This is an optimization exercise on Yosys and OpenROAD, whose aim is small area and a short achievable clock period, not a production implementation. Only simulation tests tie the RTL to the original design; equivalence was not proved. Power is estimated from default activity; no workload was simulated.

== juniper ==
// FPM
module FPM(A, B, SUM, clk);
  input [31:0] A, B;
  input clk;
  output [31:0] SUM;
  wire       s0_sgn = A[31] ^ B[31];
  wire [7:0] s0_exp = A[30:23] + B[30:23] + 8'h81;
  wire [24:0] q = {1'b1, B[22:0], 1'b0};
  wire [11:0] one, two, neg;
  wire [24:0] m = {1'b1, A[22:0], 1'b0};   
  genvar gi, gj;
  generate for (gi = 0; gi < 12; gi = gi + 1) begin : enc
    assign one[gi] = q[2*gi+1] ^ q[2*gi];
    assign two[gi] = (q[2*gi+2] & ~q[2*gi+1] & ~q[2*gi]) | (~q[2*gi+2] & q[2*gi+1] & q[2*gi]);
    assign neg[gi] = q[2*gi+2] & ~(q[2*gi+1] & q[2*gi]);
  end endgenerate
  wire [24:0] pp [0:11];
  generate for (gi = 0; gi < 12; gi = gi + 1) begin : rw
    for (gj = 0; gj < 25; gj = gj + 1) begin : col
      if (gj == 24)
        assign pp[gi][gj] = two[gi] ^ neg[gi];
      else
        assign pp[gi][gj] = ((one[gi] & m[gj+1]) | (two[gi] & m[gj])) ^ neg[gi];
    end
  end endgenerate
  wire n1 = ~neg[0];
  wire n2 = ~neg[1];
  wire n3 = ~neg[2];
  wire n4 = ~neg[3];
  wire n5 = ~neg[4];
  wire n6 = ~neg[5];
  wire n7 = ~neg[6];
  wire n8 = ~neg[7];
  wire n9 = ~neg[8];
  wire n10 = ~neg[9];
  wire n11 = ~neg[10];
  wire n12 = ~neg[11];
  wire n13, n14;
  fpm_x3 xn13 (neg[1], pp[0][2], pp[1][0], n13);
  fpm_mj mn14 (neg[1], pp[0][2], pp[1][0], n14);
  wire n15, n16;
  fpm_x3 xn15 (neg[2], pp[0][4], pp[1][2], n15);
  fpm_mj mn16 (neg[2], pp[0][4], pp[1][2], n16);
  wire n17, n18;
  fpm_x3 xn17 (pp[0][5], pp[1][3], pp[2][1], n17);
  fpm_mj mn18 (pp[0][5], pp[1][3], pp[2][1], n18);
  wire n19, n20;
  fpm_x3 xn19 (neg[3], pp[0][6], pp[1][4], n19);
  fpm_mj mn20 (neg[3], pp[0][6], pp[1][4], n20);
  wire n21, n22;
  fpm_x3 xn21 (pp[0][7], pp[1][5], pp[2][3], n21);
  fpm_mj mn22 (pp[0][7], pp[1][5], pp[2][3], n22);
  wire n23, n24;
  fpm_x3 xn23 (neg[4], pp[0][8], pp[1][6], n23);
  fpm_mj mn24 (neg[4], pp[0][8], pp[1][6], n24);
  wire n25, n26;
  ...
clock: 3.0 ns
lec_check: 0
cap_margin: 20
core_margin: 2
core_utilization: 55
slew_margin: 20
synth_hierarchical: 1
synth_minimum_keep_size: 0
run.sh (not shown) runs the stock make flow with config.mk's settings and CLKGATE_MAP_FILE= SYNTH_SCRIPT=/design/flow/synth_recipe.tcl, a recipe that flattens the netlist after the stock synthesis.
### juniper -> fjord
Settings: SETUP_SLACK_MARGIN now 1.2, previously not set.
### Flow results
fjord: layout overhead on the synthesized area higher than juniper. Switching part of the total power (higher): fjord. Sort juniper and fjord by cell count, descending, and fjord comes first. Critical-path maximum fanout on fjord is down relative to juniper. Compare juniper and fjord | global-route usage higher: fjord.

* * *

Setup of v8:
FPM, a different RTL version from the one above (not shown whole).
Size: about 2200 cells after synthesis, roughly 97 I/O pins, about 0.027 sq mm of cells after synthesis.
clock: 3.0 ns
lec_check: 0
cap_margin: 20
core_margin: 2
core_utilization: 55
cts_cluster_diameter: 60
cts_cluster_size: 32
setup_slack_margin: 0.95
slew_margin: 20
synth_hierarchical: 1
synth_minimum_keep_size: 0
[inputs] v43 vs v8
Settings: swapping 60 for 90 in CTS_CLUSTER_DIAMETER; swapping 32 for 28 in CTS_CLUSTER_SIZE.
==> flow/flow/run.sh (new file) <==
#!/bin/bash
# Layout: the standard ORFS flow (standard.sh, unchanged synthesis and
# steps), except that the buffers global placement puts on the input and
# output ports are plain buffers (buf_1, resized later as timing needs)
# instead of the delay cell buffer_ports picks by default.
set -euo pipefail
cd "$(dirname "$0")/.."
export BUFFER_PORTS_ARGS="-buffer_cell sky130_fd_sc_hd__buf_2"
bash standard.sh > standard_flow.log 2>&1
==> flow/standard.sh (new file) <==
#!/bin/bash
# synth_recipe.tcl (not shown) runs the flow's synth.tcl, then flattens the netlist and writes it again
# the make line also repeats each setting of config.mk as NAME=value (left out here)
make -C /OpenROAD-flow-scripts/flow DESIGN_CONFIG=/design/flow/config.mk WORK_HOME=/design/flow/orfs CLKGATE_MAP_FILE= SYNTH_SCRIPT=/design/flow/synth_recipe.tcl "${@:-finish}"
removed: flow/run.sh
### Flow results
v43 completed; timing, DRC and antenna clean. The flow did not stop early for v8: all stages ran, and the layout cleared the timing, DRC and antenna checks. Summary: with v8 as the reference, violation count after the first detailed-route iteration in v43 moved up by a few percent. v8 → v43: cell area now smaller; weighted congestion reported at the end of routability-driven placement now larger.
## Diff of input files: v35 against v43
Settings: changing CTS_CLUSTER_DIAMETER from 90 to 100; changing CTS_CLUSTER_SIZE from 28 to 32; setting ABC_AREA to 1 for the first time.
==> flow/run.sh (new file) <==
#!/bin/bash
# synth_recipe.tcl (not shown) runs the flow's synth.tcl, then flattens the netlist and writes it again
# the make line also repeats each setting of config.mk as NAME=value (left out here)
make -C /OpenROAD-flow-scripts/flow DESIGN_CONFIG=/design/flow/config.mk WORK_HOME=/design/flow/orfs CLKGATE_MAP_FILE= SYNTH_SCRIPT=/design/flow/synth_recipe.tcl finish
removed: flow/flow/run.sh
removed: flow/standard.sh
[summary]
- v35 against v43; area after synthesis is up by a few percent.
- v35 vs. v43: worst slack at placement went down, met2 routing resource usage after global routing climbed 6.0 points.
- v43 vs v35, cell type of the slowest stage on the worst timing path: dfxtp_1 vs a221oi_1
- v35: no failed stages, no open violations at the end
diff inputs: v35 => v48
Settings: CTS_CLUSTER_SIZE removed (was 32); ABC_AREA removed (was 1); CTS_CLUSTER_DIAMETER removed (was 100).
[summary]
| sequential cell area | v48 vs v35 | ≈ equal |
v48 vs v35, fraction of area in registers went down by 0.78 points.
For worst-skew pair later-pin latency, v35 and v48 come out practically identical.
Diff v35 -> v48: net switching power went up; final period utilization went down; critical path depth went down; final core area utilization went up.
Diff v35 -> v48: routing usage on met2 decreased 6.0 points; final-layout non-clock buffer area share decreased 0.96 points.
End point of the critical path: r2_m[66] -> v48, r2_m[156] -> v35

re-timing with driven ports:
How much do the figures lean on ideal ports? The routed layouts below were timed once more, with nothing changed but the port constraints.
Step 1 (the two cells are an assumption about what drives the block):
set clk [get_ports {clk}]
set_driving_cell -lib_cell sky130_fd_sc_hd__clkbuf_16 $clk
set_driving_cell -lib_cell sky130_fd_sc_hd__buf_2 [delete_from_list [all_inputs] $clk]
Step 2 also shifts input and output timing later by t, the mid clock arrival at the registers, as if the neighbouring blocks saw the same clock.
Three values: ideal ports, drivers, drivers and shift; two values: the first two.
run | t (ns) | setup WS [ns] | slew at the worst register clock pin (ns)
juniper | 0.671 | 0.163 / 0.163 / -0.343 | 0.06 / 0.06
fjord | 0.657 | 0.363 / 0.363 / 0.131 | 0.07 / 0.07
v8 | 0.637 | 0.948 / 0.948 / 0.342 | 0.10 / 0.10
v43 | 0.674 | 0.965 / 0.965 / 0.346 | 0.11 / 0.11
v35 | 0.672 | 0.925 / 0.925 / 0.355 | 0.12 / 0.12
v48 | 0.677 | 0.979 / 0.979 / 0.353 | 0.07 / 0.07
Met with ideal ports but missed after step 2: setup timing in juniper. For v48, which loses most, drivers alone change the setup slack by 0.000 ns; drivers and shift together by -0.626 ns.
